Background: an optimization exercise with open tools, aiming at small area and a short achievable clock period. Do not read the settings as production practice.
Only the layout flow was run in this run; the RTL was not checked for function there.
Power and IR drop assume default switching activity.

$ cat flow/flow/run.sh
#!/bin/bash
# Standard layout with two changes: the port buffers are the smallest buffer
# cell, and clock tree synthesis inserts no dummy loads.
set -euo pipefail
export BUFFER_PORTS_ARGS="-buffer_cell sky130_fd_sc_hd__buf_1"
export CTS_ARGS="-sink_clustering_enable -repair_clock_nets -dont_use_dummy_load"
bash standard.sh finish > flow_standard.log 2>&1
$ cat flow/standard.sh
#!/bin/bash
# synth_recipe.tcl (not shown) runs the flow's synth.tcl, then flattens the netlist and writes it again
# the make line also repeats each setting of config.mk as NAME=value (left out here)
make -C /OpenROAD-flow-scripts/flow DESIGN_CONFIG=/design/flow/config.mk WORK_HOME=/design/flow/orfs CLKGATE_MAP_FILE= SYNTH_SCRIPT=/design/flow/synth_recipe.tcl "${@:-finish}"
$ cat flow/config.mk
export PLATFORM = sky130hd
export DESIGN_NAME = PE
export DESIGN_NICKNAME = PE
export VERILOG_FILES = /design/flow/design.v
export SDC_FILE = /design/flow/constraint.sdc
export NUM_CORES = 4
export LEC_CHECK = 0
export CAP_MARGIN = 20
export CORE_MARGIN = 2
export CORE_UTILIZATION = 65
export GPL_TIMING_DRIVEN = 0
export SETUP_SLACK_MARGIN = 0.7
export SLEW_MARGIN = 20
export SYNTH_HIERARCHICAL = 1
$ cat flow/constraint.sdc
create_clock -name core_clock -period 5.5 [get_ports {CLK}]
set_input_delay 1.1000 -clock core_clock [delete_from_list [all_inputs] [get_ports {CLK}]]
set_output_delay 1.1000 -clock core_clock [all_outputs]
set_load 0.01 [all_outputs]
$ cat flow/design.v
module PE(
    input wire CLK,
    input wire RESET,
    input wire EN,
    input wire SELECTOR,
    input wire W_EN,
    input wire signed [7:0] active_left,
    output reg signed [7:0] active_right,
    input wire signed [15:0] in_sum,
    output reg signed [15:0] out_sum,
    input wire signed [7:0] in_weight_above,
    output wire signed [7:0] out_weight_below
    );
    reg signed [7:0] weight_1;
    reg signed [7:0] weight_2;
    wire en_n, en_n_lo, en_n_hi;
    pe_inv u_enn (.a(EN), .y(en_n));
    pe_inv u_ennl (.a(EN), .y(en_n_lo));
    pe_inv u_ennh (.a(EN), .y(en_n_hi));
    wire sel_n, sel_n_w;
    pe_inv u_seln (.a(SELECTOR), .y(sel_n));
    pe_inv u_selnw (.a(SELECTOR), .y(sel_n_w));
    wire ld1 = EN & W_EN & SELECTOR;
    wire ld2 = EN & W_EN & ~SELECTOR;
    wire ld1_n = ~ld1;
    wire ld2_n = ~ld2;
    wire [7:0] w_use, ar_d, w1_d, w2_d, wb;
    wire [15:0] s_in;
    genvar gi;
    generate for (gi = 0; gi < 8; gi = gi + 1) begin : byte_sel
        pe_ao22 u_wu (.a1(SELECTOR), .a2(weight_2[gi]), .b1(sel_n_w), .b2(weight_1[gi]), .x(w_use[gi]));
        pe_ao22 u_ar (.a1(EN), .a2(active_left[gi]), .b1(en_n), .b2(active_right[gi]), .x(ar_d[gi]));
        pe_ao22 u_w1 (.a1(ld1), .a2(in_weight_above[gi]), .b1(ld1_n), .b2(weight_1[gi]), .x(w1_d[gi]));
        pe_ao22 u_w2 (.a1(ld2), .a2(in_weight_above[gi]), .b1(ld2_n), .b2(weight_2[gi]), .x(w2_d[gi]));
        pe_ao22 u_wb (.a1(SELECTOR), .a2(weight_1[gi]), .b1(sel_n), .b2(weight_2[gi]), .x(wb[gi]));
    end endgenerate
    generate for (gi = 0; gi < 16; gi = gi + 1) begin : sum_sel
        pe_ao22 u_si (.a1(EN), .a2(in_sum[gi]), .b1(gi < 8 ? en_n_lo : en_n_hi), .b2(out_sum[gi]), .x(s_in[gi]));
    end endgenerate
    wire b_one0, b_two0, b_neg0;
    pe_and2 u_x1 (.a(EN), .b(active_left[0]), .y(b_one0));
    pe_and3b u_x2 (.an(active_left[0]), .b(active_left[1]), .c(EN), .y(b_two0));
    pe_and2 u_x3 (.a(EN), .b(active_left[1]), .y(b_neg0));
    wire bs_0_0, bx_0_0;
    pe_and2 u_x4 (.a(b_one0), .b(w_use[0]), .y(bs_0_0));
    pe_xor2 u_x5 (.a(bs_0_0), .b(b_neg0), .y(bx_0_0));
    wire bs_0_1, bx_0_1;
    pe_ao22 u_x6 (.a1(b_one0), .a2(w_use[1]), .b1(b_two0), .b2(w_use[0]), .x(bs_0_1));
    pe_xor2 u_x7 (.a(bs_0_1), .b(b_neg0), .y(bx_0_1));
    wire bs_0_2, bx_0_2;
    pe_ao22 u_x8 (.a1(b_one0), .a2(w_use[2]), .b1(b_two0), .b2(w_use[1]), .x(bs_0_2));
    pe_xor2 u_x9 (.a(bs_0_2), .b(b_neg0), .y(bx_0_2));
    wire bs_0_3, bx_0_3;
    pe_ao22 u_x10 (.a1(b_one0), .a2(w_use[3]), .b1(b_two0), .b2(w_use[2]), .x(bs_0_3));
    pe_xor2 u_x11 (.a(bs_0_3), .b(b_neg0), .y(bx_0_3));
    wire bs_0_4, bx_0_4;
    pe_ao22 u_x12 (.a1(b_one0), .a2(w_use[4]), .b1(b_two0), .b2(w_use[3]), .x(bs_0_4));
    pe_xor2 u_x13 (.a(bs_0_4), .b(b_neg0), .y(bx_0_4));
    wire bs_0_5, bx_0_5;
    pe_ao22 u_x14 (.a1(b_one0), .a2(w_use[5]), .b1(b_two0), .b2(w_use[4]), .x(bs_0_5));
    pe_xor2 u_x15 (.a(bs_0_5), .b(b_neg0), .y(bx_0_5));
    wire bs_0_6, bx_0_6;
    pe_ao22 u_x16 (.a1(b_one0), .a2(w_use[6]), .b1(b_two0), .b2(w_use[5]), .x(bs_0_6));
    pe_xor2 u_x17 (.a(bs_0_6), .b(b_neg0), .y(bx_0_6));
    wire bs_0_7, bx_0_7;
    pe_ao22 u_x18 (.a1(b_one0), .a2(w_use[7]), .b1(b_two0), .b2(w_use[6]), .x(bs_0_7));
    pe_xor2 u_x19 (.a(bs_0_7), .b(b_neg0), .y(bx_0_7));
    wire bs_0_8, bx_0_8;
    pe_ao22 u_x20 (.a1(b_one0), .a2(w_use[7]), .b1(b_two0), .b2(w_use[7]), .x(bs_0_8));
    pe_xnor2 u_x21 (.a(bs_0_8), .b(b_neg0), .y(bx_0_8));
    wire b_one1, b_two1, b_neg1;
    wire b_x10_1, b_x21_1;
    pe_xor2 u_x22 (.a(active_left[2]), .b(active_left[1]), .y(b_x10_1));
    pe_xor2 u_x23 (.a(active_left[3]), .b(active_left[2]), .y(b_x21_1));
    pe_and2 u_x24 (.a(EN), .b(b_x10_1), .y(b_one1));
    pe_and3b u_x25 (.an(b_x10_1), .b(b_x21_1), .c(EN), .y(b_two1));
    pe_and2 u_x26 (.a(EN), .b(active_left[3]), .y(b_neg1));
    wire bs_1_0, bx_1_0;
    pe_and2 u_x27 (.a(b_one1), .b(w_use[0]), .y(bs_1_0));
    pe_xor2 u_x28 (.a(bs_1_0), .b(b_neg1), .y(bx_1_0));
    wire bs_1_1, bx_1_1;
    pe_ao22 u_x29 (.a1(b_one1), .a2(w_use[1]), .b1(b_two1), .b2(w_use[0]), .x(bs_1_1));
    pe_xor2 u_x30 (.a(bs_1_1), .b(b_neg1), .y(bx_1_1));
    wire bs_1_2, bx_1_2;
    pe_ao22 u_x31 (.a1(b_one1), .a2(w_use[2]), .b1(b_two1), .b2(w_use[1]), .x(bs_1_2));
    pe_xor2 u_x32 (.a(bs_1_2), .b(b_neg1), .y(bx_1_2));
    wire bs_1_3, bx_1_3;
    pe_ao22 u_x33 (.a1(b_one1), .a2(w_use[3]), .b1(b_two1), .b2(w_use[2]), .x(bs_1_3));
    pe_xor2 u_x34 (.a(bs_1_3), .b(b_neg1), .y(bx_1_3));
    wire bs_1_4, bx_1_4;
    pe_ao22 u_x35 (.a1(b_one1), .a2(w_use[4]), .b1(b_two1), .b2(w_use[3]), .x(bs_1_4));
    pe_xor2 u_x36 (.a(bs_1_4), .b(b_neg1), .y(bx_1_4));
    wire bs_1_5, bx_1_5;
    pe_ao22 u_x37 (.a1(b_one1), .a2(w_use[5]), .b1(b_two1), .b2(w_use[4]), .x(bs_1_5));
    pe_xor2 u_x38 (.a(bs_1_5), .b(b_neg1), .y(bx_1_5));
    wire bs_1_6, bx_1_6;
    pe_ao22 u_x39 (.a1(b_one1), .a2(w_use[6]), .b1(b_two1), .b2(w_use[5]), .x(bs_1_6));
    pe_xor2 u_x40 (.a(bs_1_6), .b(b_neg1), .y(bx_1_6));
    wire bs_1_7, bx_1_7;
    pe_ao22 u_x41 (.a1(b_one1), .a2(w_use[7]), .b1(b_two1), .b2(w_use[6]), .x(bs_1_7));
    pe_xor2 u_x42 (.a(bs_1_7), .b(b_neg1), .y(bx_1_7));
    wire bs_1_8, bx_1_8;
    pe_ao22 u_x43 (.a1(b_one1), .a2(w_use[7]), .b1(b_two1), .b2(w_use[7]), .x(bs_1_8));
    pe_xnor2 u_x44 (.a(bs_1_8), .b(b_neg1), .y(bx_1_8));
    wire b_one2, b_two2, b_neg2;
    wire b_x10_2, b_x21_2;
    pe_xor2 u_x45 (.a(active_left[4]), .b(active_left[3]), .y(b_x10_2));
    pe_xor2 u_x46 (.a(active_left[5]), .b(active_left[4]), .y(b_x21_2));
    pe_and2 u_x47 (.a(EN), .b(b_x10_2), .y(b_one2));
    pe_and3b u_x48 (.an(b_x10_2), .b(b_x21_2), .c(EN), .y(b_two2));
    pe_and2 u_x49 (.a(EN), .b(active_left[5]), .y(b_neg2));
    wire bs_2_0, bx_2_0;
    pe_and2 u_x50 (.a(b_one2), .b(w_use[0]), .y(bs_2_0));
    pe_xor2 u_x51 (.a(bs_2_0), .b(b_neg2), .y(bx_2_0));
    wire bs_2_1, bx_2_1;
    pe_ao22 u_x52 (.a1(b_one2), .a2(w_use[1]), .b1(b_two2), .b2(w_use[0]), .x(bs_2_1));
    pe_xor2 u_x53 (.a(bs_2_1), .b(b_neg2), .y(bx_2_1));
    wire bs_2_2, bx_2_2;
    pe_ao22 u_x54 (.a1(b_one2), .a2(w_use[2]), .b1(b_two2), .b2(w_use[1]), .x(bs_2_2));
    pe_xor2 u_x55 (.a(bs_2_2), .b(b_neg2), .y(bx_2_2));
    wire bs_2_3, bx_2_3;
    pe_ao22 u_x56 (.a1(b_one2), .a2(w_use[3]), .b1(b_two2), .b2(w_use[2]), .x(bs_2_3));
    pe_xor2 u_x57 (.a(bs_2_3), .b(b_neg2), .y(bx_2_3));
    wire bs_2_4, bx_2_4;
    pe_ao22 u_x58 (.a1(b_one2), .a2(w_use[4]), .b1(b_two2), .b2(w_use[3]), .x(bs_2_4));
    pe_xor2 u_x59 (.a(bs_2_4), .b(b_neg2), .y(bx_2_4));
    wire bs_2_5, bx_2_5;
    pe_ao22 u_x60 (.a1(b_one2), .a2(w_use[5]), .b1(b_two2), .b2(w_use[4]), .x(bs_2_5));
    pe_xor2 u_x61 (.a(bs_2_5), .b(b_neg2), .y(bx_2_5));
    wire bs_2_6, bx_2_6;
    pe_ao22 u_x62 (.a1(b_one2), .a2(w_use[6]), .b1(b_two2), .b2(w_use[5]), .x(bs_2_6));
    pe_xor2 u_x63 (.a(bs_2_6), .b(b_neg2), .y(bx_2_6));
    wire bs_2_7, bx_2_7;
    pe_ao22 u_x64 (.a1(b_one2), .a2(w_use[7]), .b1(b_two2), .b2(w_use[6]), .x(bs_2_7));
    pe_xor2 u_x65 (.a(bs_2_7), .b(b_neg2), .y(bx_2_7));
    wire bs_2_8, bx_2_8;
    pe_ao22 u_x66 (.a1(b_one2), .a2(w_use[7]), .b1(b_two2), .b2(w_use[7]), .x(bs_2_8));
    pe_xnor2 u_x67 (.a(bs_2_8), .b(b_neg2), .y(bx_2_8));
    wire b_one3, b_two3, b_neg3;
    wire b_x10_3, b_x21_3;
    pe_xor2 u_x68 (.a(active_left[6]), .b(active_left[5]), .y(b_x10_3));
    pe_xor2 u_x69 (.a(active_left[7]), .b(active_left[6]), .y(b_x21_3));
    pe_and2 u_x70 (.a(EN), .b(b_x10_3), .y(b_one3));
    pe_and3b u_x71 (.an(b_x10_3), .b(b_x21_3), .c(EN), .y(b_two3));
    pe_and2 u_x72 (.a(EN), .b(active_left[7]), .y(b_neg3));
    wire bs_3_0, bx_3_0;
    pe_and2 u_x73 (.a(b_one3), .b(w_use[0]), .y(bs_3_0));
    pe_xor2 u_x74 (.a(bs_3_0), .b(b_neg3), .y(bx_3_0));
    wire bs_3_1, bx_3_1;
    pe_ao22 u_x75 (.a1(b_one3), .a2(w_use[1]), .b1(b_two3), .b2(w_use[0]), .x(bs_3_1));
    pe_xor2 u_x76 (.a(bs_3_1), .b(b_neg3), .y(bx_3_1));
    wire bs_3_2, bx_3_2;
    pe_ao22 u_x77 (.a1(b_one3), .a2(w_use[2]), .b1(b_two3), .b2(w_use[1]), .x(bs_3_2));
    pe_xor2 u_x78 (.a(bs_3_2), .b(b_neg3), .y(bx_3_2));
    wire bs_3_3, bx_3_3;
    pe_ao22 u_x79 (.a1(b_one3), .a2(w_use[3]), .b1(b_two3), .b2(w_use[2]), .x(bs_3_3));
    pe_xor2 u_x80 (.a(bs_3_3), .b(b_neg3), .y(bx_3_3));
    wire bs_3_4, bx_3_4;
    pe_ao22 u_x81 (.a1(b_one3), .a2(w_use[4]), .b1(b_two3), .b2(w_use[3]), .x(bs_3_4));
    pe_xor2 u_x82 (.a(bs_3_4), .b(b_neg3), .y(bx_3_4));
    wire bs_3_5, bx_3_5;
    pe_ao22 u_x83 (.a1(b_one3), .a2(w_use[5]), .b1(b_two3), .b2(w_use[4]), .x(bs_3_5));
    pe_xor2 u_x84 (.a(bs_3_5), .b(b_neg3), .y(bx_3_5));
    wire bs_3_6, bx_3_6;
    pe_ao22 u_x85 (.a1(b_one3), .a2(w_use[6]), .b1(b_two3), .b2(w_use[5]), .x(bs_3_6));
    pe_xor2 u_x86 (.a(bs_3_6), .b(b_neg3), .y(bx_3_6));
    wire bs_3_7, bx_3_7;
    pe_ao22 u_x87 (.a1(b_one3), .a2(w_use[7]), .b1(b_two3), .b2(w_use[6]), .x(bs_3_7));
    pe_xor2 u_x88 (.a(bs_3_7), .b(b_neg3), .y(bx_3_7));
    wire bs_3_8, bx_3_8;
    pe_ao22 u_x89 (.a1(b_one3), .a2(w_use[7]), .b1(b_two3), .b2(w_use[7]), .x(bs_3_8));
    pe_xnor2 u_x90 (.a(bs_3_8), .b(b_neg3), .y(bx_3_8));
    wire s91;
    wire c92;
    pe_xor2 u_x93 (.a(s_in[4]), .b(b_neg2), .y(s91));
    pe_and2 u_x94 (.a(s_in[4]), .b(b_neg2), .y(c92));
    wire s95;
    wire c96;
    pe_xor2 u_x97 (.a(s_in[5]), .b(bx_0_5), .y(s95));
    pe_and2 u_x98 (.a(s_in[5]), .b(bx_0_5), .y(c96));
    wire s99;
    wire c100;
    pe_fa u_x101 (.a(s_in[6]), .b(b_neg3), .ci(bx_0_6), .s(s99), .co(c100));
    wire s102;
    wire c103;
    pe_xor2 u_x104 (.a(bx_1_4), .b(bx_2_2), .y(s102));
    pe_and2 u_x105 (.a(bx_1_4), .b(bx_2_2), .y(c103));
    wire s106;
    wire c107;
    pe_fa u_x108 (.a(s_in[7]), .b(bx_0_7), .ci(bx_1_5), .s(s106), .co(c107));
    wire s109;
    wire c110;
    pe_xor2 u_x111 (.a(bx_2_3), .b(bx_3_1), .y(s109));
    pe_and2 u_x112 (.a(bx_2_3), .b(bx_3_1), .y(c110));
    wire s113;
    wire c114;
    pe_xnor2 u_x115 (.a(s_in[8]), .b(bx_0_8), .y(s113));
    pe_or2 u_x116 (.a(s_in[8]), .b(bx_0_8), .y(c114));
    wire s117;
    wire c118;
    pe_fa u_x119 (.a(bx_1_6), .b(bx_2_4), .ci(bx_3_2), .s(s117), .co(c118));
    wire s120;
    wire c121;
    pe_xnor2 u_x122 (.a(s_in[9]), .b(bx_1_7), .y(s120));
    pe_or2 u_x123 (.a(s_in[9]), .b(bx_1_7), .y(c121));
    wire s124;
    wire c125;
    pe_xor2 u_x126 (.a(bx_2_5), .b(bx_3_3), .y(s124));
    pe_and2 u_x127 (.a(bx_2_5), .b(bx_3_3), .y(c125));
    wire s128;
    wire c129;
    pe_fa u_x130 (.a(s_in[10]), .b(bx_1_8), .ci(bx_2_6), .s(s128), .co(c129));
    wire s131;
    wire c132;
    pe_xnor2 u_x133 (.a(s_in[11]), .b(bx_2_7), .y(s131));
    pe_or2 u_x134 (.a(s_in[11]), .b(bx_2_7), .y(c132));
    wire s135;
    wire c136;
    pe_xor2 u_x137 (.a(s_in[2]), .b(b_neg1), .y(s135));
    pe_and2 u_x138 (.a(s_in[2]), .b(b_neg1), .y(c136));
    wire s139;
    wire c140;
    pe_xor2 u_x141 (.a(s_in[3]), .b(bx_0_3), .y(s139));
    pe_and2 u_x142 (.a(s_in[3]), .b(bx_0_3), .y(c140));
    wire s143;
    wire c144;
    pe_fa u_x145 (.a(bx_0_4), .b(bx_1_2), .ci(bx_2_0), .s(s143), .co(c144));
    wire s146;
    wire c147;
    pe_fa u_x148 (.a(bx_1_3), .b(bx_2_1), .ci(c92), .s(s146), .co(c147));
    wire s149;
    wire c150;
    pe_fa u_x151 (.a(bx_3_0), .b(c96), .ci(s102), .s(s149), .co(c150));
    wire s152;
    wire c153;
    pe_fa u_x154 (.a(c103), .b(s109), .ci(c100), .s(s152), .co(c153));
    wire s155;
    wire c156;
    pe_fa u_x157 (.a(s113), .b(c110), .ci(c107), .s(s155), .co(c156));
    wire s158;
    wire c159;
    pe_fa u_x160 (.a(c114), .b(s120), .ci(s124), .s(s158), .co(c159));
    wire s161;
    wire c162;
    pe_fa u_x163 (.a(bx_3_4), .b(c121), .ci(c125), .s(s161), .co(c162));
    wire s164;
    wire c165;
    pe_xor2 u_x166 (.a(bx_3_5), .b(s131), .y(s164));
    pe_and2 u_x167 (.a(bx_3_5), .b(s131), .y(c165));
    wire s168;
    wire c169;
    pe_fa u_x170 (.a(s_in[12]), .b(bx_2_8), .ci(bx_3_6), .s(s168), .co(c169));
    wire s171;
    wire c172;
    pe_xnor2 u_x173 (.a(s_in[13]), .b(bx_3_7), .y(s171));
    pe_or2 u_x174 (.a(s_in[13]), .b(bx_3_7), .y(c172));
    wire s175;
    wire c176;
    pe_xor2 u_x177 (.a(s_in[0]), .b(b_neg0), .y(s175));
    pe_and2 u_x178 (.a(s_in[0]), .b(b_neg0), .y(c176));
    wire s179;
    wire c180;
    pe_xor2 u_x181 (.a(s_in[1]), .b(bx_0_1), .y(s179));
    pe_and2 u_x182 (.a(s_in[1]), .b(bx_0_1), .y(c180));
    wire s183;
    wire c184;
    pe_fa u_x185 (.a(bx_0_2), .b(bx_1_0), .ci(s135), .s(s183), .co(c184));
    wire s186;
    wire c187;
    pe_fa u_x188 (.a(bx_1_1), .b(c136), .ci(s139), .s(s186), .co(c187));
    wire s189;
    wire c190;
    pe_fa u_x191 (.a(s91), .b(c140), .ci(s143), .s(s189), .co(c190));
    wire s192;
    wire c193;
    pe_fa u_x194 (.a(s95), .b(c144), .ci(s146), .s(s192), .co(c193));
    wire s195;
    wire c196;
    pe_fa u_x197 (.a(c147), .b(s99), .ci(s149), .s(s195), .co(c196));
    wire s198;
    wire c199;
    pe_fa u_x200 (.a(s106), .b(c150), .ci(s152), .s(s198), .co(c199));
    wire s201;
    wire c202;
    pe_fa u_x203 (.a(s117), .b(c153), .ci(s155), .s(s201), .co(c202));
    wire s204;
    wire c205;
    pe_fa u_x206 (.a(c118), .b(c156), .ci(s158), .s(s204), .co(c205));
    wire s207;
    wire c208;
    pe_fa u_x209 (.a(s128), .b(c159), .ci(s161), .s(s207), .co(c208));
    wire s210;
    wire c211;
    pe_fa u_x212 (.a(c129), .b(s164), .ci(c162), .s(s210), .co(c211));
    wire s213;
    wire c214;
    pe_fa u_x215 (.a(c132), .b(c165), .ci(s168), .s(s213), .co(c214));
    wire s216;
    wire c217;
    pe_xor2 u_x218 (.a(s171), .b(c169), .y(s216));
    pe_and2 u_x219 (.a(s171), .b(c169), .y(c217));
    wire s220;
    wire c221;
    pe_fa u_x222 (.a(s_in[14]), .b(bx_3_8), .ci(c172), .s(s220), .co(c221));
    wire [15:0] rx = {s_in[15], c217, s216, s213, c208, c205, c202, c199, c196, c193, c190, c187, c184, c180, c176, bx_0_0};
    wire [15:0] ry = {c221, s220, c214, c211, s210, s207, s204, s201, s198, s195, s192, s189, s186, s183, s179, s175};
    wire [15:0] sum;
    wire t223, rc224;
    pe_ha u_x225 (.a(rx[0]), .b(ry[0]), .s(t223), .co(rc224));
    assign sum[0] = t223;
    wire t226, rc227;
    pe_fa u_x228 (.a(rx[1]), .b(ry[1]), .ci(rc224), .s(t226), .co(rc227));
    assign sum[1] = t226;
    wire t229, rc230;
    pe_fa u_x231 (.a(rx[2]), .b(ry[2]), .ci(rc227), .s(t229), .co(rc230));
    assign sum[2] = t229;
    wire t232, rc233;
    pe_fa u_x234 (.a(rx[3]), .b(ry[3]), .ci(rc230), .s(t232), .co(rc233));
    assign sum[3] = t232;
    wire g4, p4;
    wire gn4;
    pe_xor2 u_x235 (.a(rx[4]), .b(ry[4]), .y(p4));
    pe_nand2 u_x236 (.a(rx[4]), .b(ry[4]), .y(gn4));
    assign g4 = ~gn4;
    wire g5, p5;
    wire gn5;
    pe_xor2 u_x237 (.a(rx[5]), .b(ry[5]), .y(p5));
    pe_nand2 u_x238 (.a(rx[5]), .b(ry[5]), .y(gn5));
    assign g5 = ~gn5;
    wire g6, p6;
    wire gn6;
    pe_xor2 u_x239 (.a(rx[6]), .b(ry[6]), .y(p6));
    pe_nand2 u_x240 (.a(rx[6]), .b(ry[6]), .y(gn6));
    assign g6 = ~gn6;
    wire g7, p7;
    wire gn7;
    pe_xor2 u_x241 (.a(rx[7]), .b(ry[7]), .y(p7));
    pe_nand2 u_x242 (.a(rx[7]), .b(ry[7]), .y(gn7));
    assign g7 = ~gn7;
    wire g8, p8;
    wire gn8;
    pe_xor2 u_x243 (.a(rx[8]), .b(ry[8]), .y(p8));
    pe_nand2 u_x244 (.a(rx[8]), .b(ry[8]), .y(gn8));
    assign g8 = ~gn8;
    wire g9, p9;
    wire gn9;
    pe_xor2 u_x245 (.a(rx[9]), .b(ry[9]), .y(p9));
    pe_nand2 u_x246 (.a(rx[9]), .b(ry[9]), .y(gn9));
    assign g9 = ~gn9;
    wire g10, p10;
    wire gn10;
    pe_xor2 u_x247 (.a(rx[10]), .b(ry[10]), .y(p10));
    pe_nand2 u_x248 (.a(rx[10]), .b(ry[10]), .y(gn10));
    assign g10 = ~gn10;
    wire g11, p11;
    wire gn11;
    pe_xor2 u_x249 (.a(rx[11]), .b(ry[11]), .y(p11));
    pe_nand2 u_x250 (.a(rx[11]), .b(ry[11]), .y(gn11));
    assign g11 = ~gn11;
    wire g12, p12;
    wire gn12;
    pe_xor2 u_x251 (.a(rx[12]), .b(ry[12]), .y(p12));
    pe_nand2 u_x252 (.a(rx[12]), .b(ry[12]), .y(gn12));
    assign g12 = ~gn12;
    wire g13, p13;
    wire gn13;
    pe_xor2 u_x253 (.a(rx[13]), .b(ry[13]), .y(p13));
    pe_nand2 u_x254 (.a(rx[13]), .b(ry[13]), .y(gn13));
    assign g13 = ~gn13;
    wire g14, p14;
    wire gn14;
    pe_xor2 u_x255 (.a(rx[14]), .b(ry[14]), .y(p14));
    pe_nand2 u_x256 (.a(rx[14]), .b(ry[14]), .y(gn14));
    assign g14 = ~gn14;
    wire g15, p15;
    wire gn15;
    pe_xor2 u_x257 (.a(rx[15]), .b(ry[15]), .y(p15));
    pe_nand2 u_x258 (.a(rx[15]), .b(ry[15]), .y(gn15));
    assign g15 = ~gn15;
    wire G259 = g4 | (p4 & rc233);
    wire G260 = g6 | (p6 & g5);
    wire P261 = p6 & p5;
    wire G262 = g8 | (p8 & g7);
    wire P263 = p8 & p7;
    wire G264 = g10 | (p10 & g9);
    wire P265 = p10 & p9;
    wire G266 = g12 | (p12 & g11);
    wire P267 = p12 & p11;
    wire G268 = g14 | (p14 & g13);
    wire P269 = p14 & p13;
    wire G270 = G260 | (P261 & G259);
    wire G271 = G264 | (P265 & G262);
    wire P272 = P265 & P263;
    wire G273 = G268 | (P269 & G266);
    wire P274 = P269 & P267;
    wire G275 = G271 | (P272 & G270);
    wire G276 = G273 | (P274 & G275);
    wire G277 = G262 | (P263 & G270);
    wire G278 = G266 | (P267 & G275);
    wire G279 = g5 | (p5 & G259);
    wire G280 = g7 | (p7 & G270);
    wire G281 = g9 | (p9 & G277);
    wire G282 = g11 | (p11 & G275);
    wire G283 = g13 | (p13 & G278);
    wire G284 = g15 | (p15 & G276);
    pe_xor2 u_x285 (.a(p4), .b(rc233), .y(sum[4]));
    pe_xor2 u_x286 (.a(p5), .b(G259), .y(sum[5]));
    pe_xor2 u_x287 (.a(p6), .b(G279), .y(sum[6]));
    pe_xor2 u_x288 (.a(p7), .b(G270), .y(sum[7]));
    pe_xor2 u_x289 (.a(p8), .b(G280), .y(sum[8]));
    pe_xor2 u_x290 (.a(p9), .b(G277), .y(sum[9]));
    pe_xor2 u_x291 (.a(p10), .b(G281), .y(sum[10]));
    pe_xor2 u_x292 (.a(p11), .b(G275), .y(sum[11]));
    pe_xor2 u_x293 (.a(p12), .b(G282), .y(sum[12]));
    pe_xor2 u_x294 (.a(p13), .b(G278), .y(sum[13]));
    pe_xor2 u_x295 (.a(p14), .b(G283), .y(sum[14]));
    pe_xnor2 u_x296 (.a(p15), .b(G276), .y(sum[15]));
    always @(negedge RESET or posedge CLK) begin
        if (~RESET) begin
            out_sum <= 0;
            active_right <= 0;
            weight_1 <= 0;
            weight_2 <= 0;
        end else begin
            out_sum <= sum;
            active_right <= ar_d;
            weight_1 <= w1_d;
            weight_2 <= w2_d;
        end
    end
    assign out_weight_below = wb;
endmodule
module pe_fa(input wire a, input wire b, input wire ci, output wire s, output wire co);
    assign {co, s} = a + b + ci;
endmodule
module pe_ha(input wire a, input wire b, output wire s, output wire co);
    assign {co, s} = a + b;
endmodule
module pe_ao22(input wire a1, input wire a2, input wire b1, input wire b2, output wire x);
    assign x = (a1 & a2) | (b1 & b2);
endmodule
module pe_mux2i(input wire s, input wire a1, input wire a0, output wire y);
    assign y = ~(s ? a1 : a0);
endmodule
module pe_inv(input wire a, output wire y);
    assign y = ~a;
endmodule
module pe_and2(input wire a, input wire b, output wire y);
    assign y = a & b;
endmodule
module pe_and3b(input wire an, input wire b, input wire c, output wire y);
    assign y = ~an & b & c;
endmodule
module pe_nand2(input wire a, input wire b, output wire y);
    assign y = ~(a & b);
endmodule
module pe_nor2(input wire a, input wire b, output wire y);
    assign y = ~(a | b);
endmodule
module pe_or2(input wire a, input wire b, output wire y);
    assign y = a | b;
endmodule
module pe_xor2(input wire a, input wire b, output wire y);
    assign y = a ^ b;
endmodule
module pe_xnor2(input wire a, input wire b, output wire y);
    assign y = ~(a ^ b);
endmodule
module pe_xor3(input wire a, input wire b, input wire c, output wire y);
    assign y = a ^ b ^ c;
endmodule
==> run notes <==
metal layers:
layer | GRT usage (%) | vias to the layer above
met4 | 8.93 | 0
met5 | 0 | -
met1 | 38.7 | 1460
met2 | 51.7 | 102
met3 | 4.35 | 19
li1 | - | 1316
state kept, by name, summed over array words and instances (netlist names):
register      cells
active_right      8
weight_2          8
weight_1          8
out_sum          16
kinds of logic after synthesis:
kind of cell	count (synthesis)
AOI/OAI and AO/OA	102
xor gates and xnor gates	81
and+or+nand+nor	52
adders and majority gates	28
DFF	40
buffers and inverters	11
cell type report:
| cell class | instances | share of cell area (%) |
|---|---|---|
| Timing Repair Buffer | 82 | 10.0 |
| Tap cell | 70 | 2.06 |
| Inverter | 11 | 1.06 |
| Multi-Input combinational cell | 263 | 61.6 |
| Clock buffer | 5 | 1.62 |
| Sequential cell | 40 | 23.6 |
cells in the mapped netlist:
cell | instances | area share [%]
a21bo_4 | 1 | 0.47
inv_1 | 11 | 1.2
and3_1 | 1 | 0.18
nor2b_1 | 1 | 0.18
dfrtp_1 | 40 | 29
a311o_2 | 1 | 0.32
a21bo_2 | 2 | 0.57
a41oi_1 | 1 | 0.25
and2_1 | 23 | 4.1
a21bo_1 | 3 | 0.86
a31o_2 | 1 | 0.25
nand2b_1 | 1 | 0.18
a21boi_0 | 1 | 0.21
a22o_1 | 88 | 22
o21ai_0 | 3 | 0.43
and3b_1 | 4 | 1.0
xnor2_1 | 9 | 2.3
nand3_1 | 2 | 0.29
ha_1 | 1 | 0.36
fa_1 | 27 | 15
or2_1 | 4 | 0.72
a31oi_1 | 1 | 0.18
nand2_1 | 15 | 1.6
or2_2 | 1 | 0.18
xor2_1 | 72 | 18
what timing repair did:
action / in CTS / in global routing
setup buffers: 1 / 11
endpoints found under the setup margin: 9 / 6
gates resized for setup: 29 / 21
hold buffers: 0 / 0
gates cloned: 0 / 1
pin swaps: 4 / 13
stage by stage:
stage	setup TNS, ns	area [um^2]	util (%)	std cells
2_1_floorplan	0	3490	-	314
3_3_place_gp	-4.71	3840	74.7	452
3_5_place_dp	-2.23	3860	75.1	453
4_1_cts	0	4020	78.3	459
5_1_grt	0	4250	82.6	471
6_report	0	4250	82.6	471
per-module statistics from Yosys (local to each module, per instance):
| module | times used | flops+latches | area [um^2] |
|---|---|---|---|
| pe_xor2 | 72 | 0 | 8.76 |
| PE | 1 | 40 | 1200 |
| pe_and2 | 23 | 0 | 6.26 |
| pe_or2 | 4 | 0 | 6.26 |
| pe_ha | 1 | 0 | 12.5 |
| pe_nand2 | 11 | 0 | 3.75 |
| pe_inv | 5 | 0 | 3.75 |
| pe_and3b | 4 | 0 | 8.76 |
| pe_fa | 27 | 0 | 20.0 |
| pe_xnor2 | 9 | 0 | 8.76 |
| pe_ao22 | 88 | 0 | 8.76 |
worst max-delay path by stage:
| stage | start | end | slack [ns] | cells past startpoint |
|---|---|---|---|---|
| global placement | EN | out_sum[14] | -0.75 | 14 |
| floorplan | SELECTOR | out_sum[10] | 0.75 | 14 |
| global route | SELECTOR | out_sum[10] | 0.62 | 16 |
| finish | SELECTOR | out_sum[10] | 0.72 | 16 |
| CTS | SELECTOR | out_sum[10] | 0.69 | 15 |
| detailed placement | SELECTOR | out_sum[10] | -0.46 | 15 |
critical path, stage by stage:
cell and delay [ns]:
buf_16 0.10, clkinvlp_4 0.20, buf_6 0.18, a22o_4 0.24, a22o_1 0.23, xor2_2 0.17, xor2_2 0.20, fa_1 0.54
fa_2 0.50, xor2_4 0.18, nor2b_4 0.13, a311o_2 0.39, a21bo_1 0.23, a21bo_1 0.20, a21bo_1 0.19, xor2_1 0.15
where the power goes:
part	internal [mW]	total, mW	switching (mW)
combinational	0.668	1.46	0.793
sequential	0.401	0.455	0.0539
clock	0.0819	0.182	0.0996
==> run notes <==
- Status: finished clean
- Final Setup Violations: 0
- First-pass GRT wire length: 14.0 mm
- Area growth, synth to finish: 21.5%
- WL/cell: 18.5 um
- Initial Util: 68.0%
- Hold path cells: 1
- Relative slew slack: 63.7%
- DR DRC count: 0
- GPL Wtd Cong: 0.844
- DR pass1 iterations: 4
- Row count: 26
- Worst Skew: 0.0163 ns
- Top Ports: 69
- Synth Area in Simple Gates: between 8 and 9%
- # diodes: 0
- CTS Buffer Depth: 2
- Critical path fanouts, max: 8
- CP endpoint kind: register
- Syn avg cell area: 11.1 um^2
- Post-synth net total: ~380
- Ys Warns: 7
- Clock latency (worst-skew pair): 0.30 ns
- DRC marker count from the first detailed-route iteration: 117
- Synth cell types: 25
- Register area: 1000 um^2
- Share of layout cells above drive strength 1: between 10% and 20%
- Min Tclk post-route: 4.78 ns
- Register-to-register setup slack: 1.47 ns
- Synth Area in Compound Gates: between 20% and 30%
- Worst hold slack: 0.498 ns
- Leakage: 2.03 nW
- Pre-CTS setup slack: -0.458 ns
- Worst setup margin: roughly 0.72 ns
- Hold Crit Start: active_right[5]
- Commonest non-fill, non-tap cell in the layout: a22o_1
- Total chip power: roughly 2.1 mW
- RSZ-0062 raised after global routing: yes
- Clock transition at path regs: 0.06 ns
- Clk sinks: 40
- Met1 WL: 3.56 mm
- Die Span X: between 70 and 80 um
- Synth Area in XOR/XNOR: 20.3%
- Yosys reg bits: 40
- Max_cap viols: 0
- Vias per Instance: 6.15
- CTS H-Tree Depth: 2
- Fmax: 0.209 GHz
- Post-Synth Adder-Cell Area: 15.8%
- R2R Path Start: weight_2[1]
- Total Routed Length: between 8 and 9 mm
- Main combinational cell family by area after synthesis: compound AO/OA/AOI/OAI gates
- Worst Reg-to-Reg Cells: 13
- All-Layer GR Usage: 29.8%
- Synthesized area: ~3500 um^2
- Endpoint, Worst Hold: active_right[5]
- Worst slew pin tran: around 0.54 ns
- Met2 WL post-DR: 4.51 mm
- Req. time, crit path: 5.66 ns
- Die Ht: 77.3 um
- Critical path type: in2reg
- Met3 WL: 441 um
- Worst R2R End: out_sum[10]
- Hpwl dp: about 6 mm
- Slew Viols, Final: 0
- Fin crit share: just under 90%
- CTS tree: yes
- Largest net degree at the start of global routing: 42
- DR vias: slightly below 3,000
- Pwr Density: between 400 and 500 nW/um^2
- Initial antenna violation count: 0
- Final hold vios: 0
- Peak supply drop: 0.000370 V
- Multi-input logic area: roughly 2600 um^2
- Setup crit start kind: input port
- Fin nets: between 400 and 500
- Grt ovf: 0
- Final antenna-violating net count: 0
- Multiplexer area fraction after synthesis: 0%
- Fillers: 345
- Core Box Area: 5140 um^2
- Part of the Yosys area used for sequential elements: 28.6%
- Die area: ~6000 um^2
- Top sig layer: met4
- Synth Instances: about 310
- Port Buffers: 68
- Arrival @ worst endpoint: 4.95 ns
- CTS buffer count: 5
- Min-Delay Path Class: reg2reg
- Vias in the first global route: 2,897
- Most frequent cells in the layout: a22o_1 (80), buf_1 (65), xor2_1 (64)
- Root Driver: clkbuf_8

-- static timing again, ports no longer ideal --
How much do the figures lean on ideal ports? The routed layout below was timed once more, with nothing changed but the port constraints.
Step 1 assumes that a clkbuf_16 drives the clock port and a buf_2 every other input.
Step 2, shift: input delay + t, output delay - t, t = (earliest + latest rising clock arrival at the registers) / 2. This alone moves slack from input paths to output paths.
Slacks: no drivers / after step 1 / after step 2; pairs: no drivers / after step 1.
t (ns): 0.321
setup slack, ns: 0.715 / 0.618 / 0.297
latest minus earliest clock arrival (ns): 0.016 / 0.016
worst register clock-pin slew, ns: 0.08 / 0.08
worst data-port slew with drivers (ns): 0.12
After both steps setup and hold are still met in this run. For this run, drivers alone change the setup slack by -0.097 ns; drivers and shift together by -0.418 ns.
